This is an optimization exercise on Yosys and OpenROAD, whose aim is small area, a short achievable clock period and few clock cycles, not a production implementation.
The RTL was checked by simulation tests, not by an equivalence proof against the original design.
No activity file was given, so power comes from the tool's default toggle rates.

onyx:
==> flow/design.v <==
module fastadd #(parameter N = 8)
(input [N-1:0] x, y,
input ci,
output [N-1:0] s);
reg [N:0] G, P;
integer i, d;
always @(*) begin
	G[0] = ci;
	P[0] = 1'b0;
	for (i = 0; i < N; i = i + 1) begin
		G[i+1] = x[i] & y[i];
		P[i+1] = x[i] ^ y[i];
	end
	for (d = 1; d <= N; d = d * 2)
		for (i = N; i >= d; i = i - 1) begin
			G[i] = G[i] | (P[i] & G[i-d]);
			P[i] = P[i] & P[i-d];
		end
end
assign s = x ^ y ^ G[N-1:0];
endmodule
module alu8
(input [7:0] x, y,
input ci, ce,
input [3:0] t,
output [7:0] s);
reg [8:0] G, P;
integer i, d;
always @(*) begin
	G[0] = ci;
	P[0] = 1'b0;
	for (i = 0; i < 8; i = i + 1) begin
		G[i+1] = ce & x[i] & y[i];
		P[i+1] = ce & (x[i] | y[i]);
	end
	for (d = 1; d <= 8; d = d * 2)
		for (i = 8; i >= d; i = i - 1) begin
			G[i] = G[i] | (P[i] & G[i-d]);
			P[i] = P[i] & P[i-d];
		end
end
reg [7:0] f;
always @(*)
	for (i = 0; i < 8; i = i + 1)
		f[i] = t[{y[i], x[i]}];
assign s = f ^ G[7:0];
endmodule
module my_cpu(input clk, reset,
output [5:0] address,
output memWr,
output [7:0] writedata,
input [7:0] readdata, IN,
output [7:0] OUT,
output halt
);
reg [5:0] pc;
reg [7:0] a;
reg [7:0] outr;
reg [7:0] ir;       
reg       ev;       
reg       xz, xinv, cin, ce, land, lor;   
reg [7:0] rsel;     
reg [7:0] rf [0:7];
reg       haltr;
reg       s_ldi, s_jmp, s_rel, s_ldm, s_stm, s_dld, s_dst;
wire s_d   = s_dld | s_dst;
wire fetch = ~(s_ldi | s_jmp | s_rel | s_ldm | s_stm | s_d | haltr);
assign address   = pc;
assign memWr     = s_dst;
assign writedata = a;
assign OUT       = outr;
assign halt      = haltr;
wire [3:0] eh = ir[7:4];
reg  [7:0] rv;
integer k;
always @(*) begin
	rv = 8'd0;
	for (k = 0; k < 8; k = k + 1)
		rv = rv | ({8{rsel[k]}} & rf[k]);
end
wire e_lda = ev & (eh == 4'h1);
wire e_sta = ev & (eh == 4'h2);
wire e_and = ev & (eh == 4'hA);
wire e_or  = ev & (eh == 4'hB);
wire e_add = ev & (eh == 4'hC);
wire e_sub = ev & (eh == 4'hD);
wire e_e   = ev & (eh == 4'hE) & ~ir[3] & ~(ir[2] & ir[1]);
wire e_not = e_e & (ir[2:0] == 3'd0);
wire e_inc = e_e & (ir[2:0] == 3'd1);
wire e_dec = e_e & (ir[2:0] == 3'd2);
wire e_shl = e_e & (ir[2:0] == 3'd3);
wire e_shr = e_e & (ir[2:0] == 3'd4);
wire e_ror = e_e & (ir[2:0] == 3'd5);
wire e_in  = ev & (ir == 8'hF0);
wire e_out = ev & (ir == 8'hF1);
wire e_aw = e_lda | e_and | e_or | e_add | e_sub | e_e | e_in;
wire       e_alu = e_lda | e_and | e_or | e_add | e_sub | e_not | e_inc | e_dec;
wire [7:0] x = (a & {8{~xz}}) ^ {8{xinv}};
wire [7:0] alu;
wire [3:0] tt = land ? 4'b1000 : lor ? 4'b1110 : (xinv & ce) ? 4'b1001 : 4'b0110;
alu8 alu0(x, rv, cin, ce, tt, alu);
wire       a_mem = s_ldi | s_dld;
wire       a_hold = ~(e_aw | a_mem);
wire [7:0] ares = ({8{e_alu}} & alu)
                | ({8{e_shl}} & {a[6:0], 1'b0})
                | ({8{e_shr}} & {1'b0, a[7:1]})
                | ({8{e_ror}} & {a[0], a[7:1]})
                | ({8{e_in}} & IN)
                | ({8{a_mem}} & readdata)
                | ({8{a_hold}} & a);
always @(posedge clk)
	for (k = 0; k < 8; k = k + 1)
		if (e_sta & rsel[k])
			rf[k] <= a;
wire az = (a == 8'd0);
function take;
	input [7:0] op;
	input z, n;
	case (op[7:4])
		4'h7:    take = z;
		4'h8:    take = ~z;
		4'h9:    take = ~n & ((op[3:0] != 4'd0) | ~z);
		default: take = 1'b1;
	endcase
endfunction
wire [3:0] fh = readdata[7:4];
wire       flo0 = (readdata[3:0] == 4'd0);
wire       f_br = (fh[3:2] == 2'b01 & fh[1]) | (fh[3:2] == 2'b10 & ~fh[1]);
wire f_ldm  = (readdata == 8'h30);
wire f_stm  = (readdata == 8'h40);
wire f_ldi  = (readdata == 8'h50);
wire f_halt = (readdata == 8'hF2);
wire f_e    = ~f_br & ~f_ldm & ~f_stm & ~f_ldi & ~f_halt;
wire f_add  = (fh == 4'hC);
wire f_sub  = (fh == 4'hD);
wire f_inc  = (readdata == 8'hE1);
wire f_dec  = (readdata == 8'hE2);
wire f_not  = (readdata == 8'hE0);
wire f_reg  = (fh == 4'h1) | (fh == 4'h2) | (fh[3:2] == 2'b10 & fh[1]) | (fh[3:2] == 2'b11 & ~fh[1]);
wire       j_take = take(ir, az, a[7]);
wire [5:0] pc1 = pc + 6'd1;
wire [5:0] pcrel;
fastadd #(6) reladd(pc, {{3{ir[3]}}, ir[2:0] ^ {3{ir[3]}}}, ir[3], pcrel);
wire p_inc  = fetch | s_ldi | (s_jmp & ~j_take);
wire p_rd   = (s_jmp & j_take) | s_ldm | s_stm;
wire p_rel  = s_rel & j_take;
wire p_hold = haltr | (s_rel & ~j_take);
wire [5:0] pcn = ({6{p_inc}} & pc1)
               | ({6{p_rel}} & pcrel)
               | ({6{p_rd}} & readdata[5:0])
               | ({6{s_d}} & ir[5:0])
               | ({6{p_hold}} & pc);
always @(posedge clk) begin
	if (s_ldm | s_stm)
		ir <= {2'b00, pc1};
	else
		ir <= readdata;
	rsel <= f_reg ? (8'd1 << readdata[2:0]) : 8'd0;
	xz   <= (fh == 4'h1);
	xinv <= f_sub | f_dec | f_not;
	cin  <= f_inc | f_dec;
	ce   <= f_add | f_sub | f_inc | f_dec;
	land <= (fh == 4'hA);
	lor  <= (fh == 4'hB);
	if (reset) begin
		pc <= 6'd0;
		a <= 8'd0;
		outr <= 8'd0;
		ev <= 1'b0;
		haltr <= 1'b0;
		s_ldi <= 1'b0; s_jmp <= 1'b0; s_rel <= 1'b0; s_ldm <= 1'b0; s_stm <= 1'b0;
		s_dld <= 1'b0; s_dst <= 1'b0;
	end else begin
		a <= ares;
		pc <= pcn;
		if (e_out) outr <= a;
		ev    <= fetch & f_e;
		haltr <= haltr | (fetch & f_halt);
		s_ldi <= fetch & f_ldi;
		s_ldm <= fetch & f_ldm;
		s_stm <= fetch & f_stm;
		s_jmp <= fetch & f_br & flo0;
		s_rel <= fetch & f_br & ~flo0;
		s_dld <= s_ldm;
		s_dst <= s_stm;
	end
end
endmodule
clock: 5.0 ns
lec_check: 0
cap_margin: 20
core_margin: 2
core_utilization: 40
setup_slack_margin: 2.8
slew_margin: 20
synth_hierarchical: 1
synth_minimum_keep_size: 0
tns_end_percent: 10
standard.sh (not shown) runs the stock make flow with config.mk's settings and CLKGATE_MAP_FILE= SYNTH_SCRIPT=/design/flow/synth_recipe.tcl, a recipe that flattens the netlist after the stock synthesis.
==> flow/flow/run.sh <==
#!/bin/bash
# Standard layout, with two changes: plain buffers on the ports instead of the
# delay-cell buffers buffer_ports picks by default, and a clock tree of
# clkbuf_4 cells with larger sink clusters and no dummy loads.
set -euo pipefail
export BUFFER_PORTS_ARGS="-buffer_cell sky130_fd_sc_hd__buf_1"
export CTS_ARGS="-sink_clustering_enable -repair_clock_nets -buf_list sky130_fd_sc_hd__clkbuf_4 -dont_use_dummy_load -sink_clustering_size 30 -sink_clustering_max_diameter 80"
bash standard.sh > standard.log 2>&1
onyx | stages: all done | timing, DRC, antenna: all pass
Testbench counts of onyx, summed over its fixed seeds: cycles 27,699.
diff inputs: onyx => raven
Settings: TNS_END_PERCENT now 0, was 10.
==> flow/flow/run.sh <==
#!/bin/bash
# Standard layout, with two changes: plain buffers on the ports instead of the
# delay-cell buffers buffer_ports picks by default, and a clock tree of
# clkbuf_8 cells with no dummy loads.
set -euo pipefail
export BUFFER_PORTS_ARGS="-buffer_cell sky130_fd_sc_hd__buf_1"
export CTS_ARGS="-sink_clustering_enable -repair_clock_nets -buf_list sky130_fd_sc_hd__clkbuf_8 -dont_use_dummy_load -sink_clustering_size 30 -sink_clustering_max_diameter 80"
bash standard.sh > standard.log 2>&1
Changes observed in raven relative to onyx: post-route cell area lower; core utilization -0.24 points. After synthesis and placement, the instance count of raven is below that of onyx. Fmax | raven vs onyx | raven slower. Lower detailed-routing wirelength on met1 among onyx and raven: raven. Higher multi-input combinational area share was reported by onyx, not raven. Note that the power recorded for raven amounts to 1.08 times the value seen in onyx. raven vs onyx: via count down slightly. Arrival time of data at the critical path endpoint in raven is 0.04 ns lower than in onyx. First-pass GRT wire length in raven is 0.95% below onyx. Share of the clock period used by the worst path after layout: raven higher than onyx.
Relative to raven, the following input files were edited for harbor:
Settings: TNS_END_PERCENT now 10, was 0; SETUP_SLACK_MARGIN now 2.9, was 2.8; CTS_CLUSTER_SIZE now 40, previously not set; CTS_BUF_LIST now sky130_fd_sc_hd__clkbuf_8, previously not set.
==> flow/flow/run.sh <==
#!/bin/bash
# Standard layout, but with plain buffers on the ports instead of the
# delay-cell buffers buffer_ports picks by default.
set -euo pipefail
export BUFFER_PORTS_ARGS="-buffer_cell sky130_fd_sc_hd__buf_1"
bash standard.sh > standard.log 2>&1
[summary]
- The estimated power of harbor ends up higher than the estimate for raven.
- harbor vs raven, time the final worst path needs with I/O delays and setup went down by 0.075 ns.
- Min number of global-route vias before repair across raven and harbor: raven
- When harbor is measured against raven, its sequential share of cell area turns out 2.7 points lower.
- Between harbor and raven, it is harbor whose global-route usage is higher, by 0.36 points.
#### Input delta (yarrow over harbor)
Settings: swapping 2.9 for 3.0 in SETUP_SLACK_MARGIN; clearing CTS_CLUSTER_SIZE, which used to be 40; clearing CTS_BUF_LIST, which used to be sky130_fd_sc_hd__clkbuf_8; swapping 10 for 0 in TNS_END_PERCENT.
==> flow/flow/run.sh <==
#!/bin/bash
# Standard layout, with two changes: plain buffers on the ports instead of the
# delay-cell buffers buffer_ports picks by default, and a clock tree of
# clkbuf_4 cells with no dummy loads.
set -euo pipefail
export BUFFER_PORTS_ARGS="-buffer_cell sky130_fd_sc_hd__buf_1"
export CTS_ARGS="-sink_clustering_enable -repair_clock_nets -buf_list sky130_fd_sc_hd__clkbuf_4 -dont_use_dummy_load -sink_clustering_size 30 -sink_clustering_max_diameter 80"
bash standard.sh > standard.log 2>&1
## What came out
- Measured against yarrow, the cell area of harbor comes out at 1.06 times the reference value.
- yarrow vs harbor: synthesis-to-layout area growth down in yarrow
- Sequential share of power: yarrow vs harbor up 13 points
- Changes observed in yarrow relative to harbor: combinational power shrank by about 4%, maximum fanout along the worst path grew by 3, synthesized cell count held steady, routed wire length shrank by about 2%.

## port drivers added, routing unchanged
No port has a modelled driver above. Below, the same layouts with a new extraction and two added sets of constraints. Step 1, drivers: a clkbuf_16 drives clk and a buf_2 each remaining input, both assumed. Step 2 times the ports against the registers' clock, not the clock port: input delays grow and output delays shrink by t, the midpoint of the rising clock arrivals with the driver on. Three values: ideal ports, drivers, drivers and shift; two values: the first two.
run | t, ns | slack for setup (ns) | hold WS [ns]
onyx | 0.524 | 2.790 / 2.790 / 2.482 | 0.497 / 0.497 / 0.497
raven | 0.442 | 2.707 / 2.707 / 2.506 | 0.489 / 0.489 / 0.489
harbor | 0.465 | 2.782 / 2.782 / 2.437 | 0.500 / 0.500 / 0.500
yarrow | 0.512 | 2.798 / 2.798 / 2.443 | 0.492 / 0.492 / 0.492
After both steps setup and hold are still met in every run listed. For yarrow, which loses most, drivers alone change the setup slack by 0.000 ns; drivers and shift together by -0.355 ns.
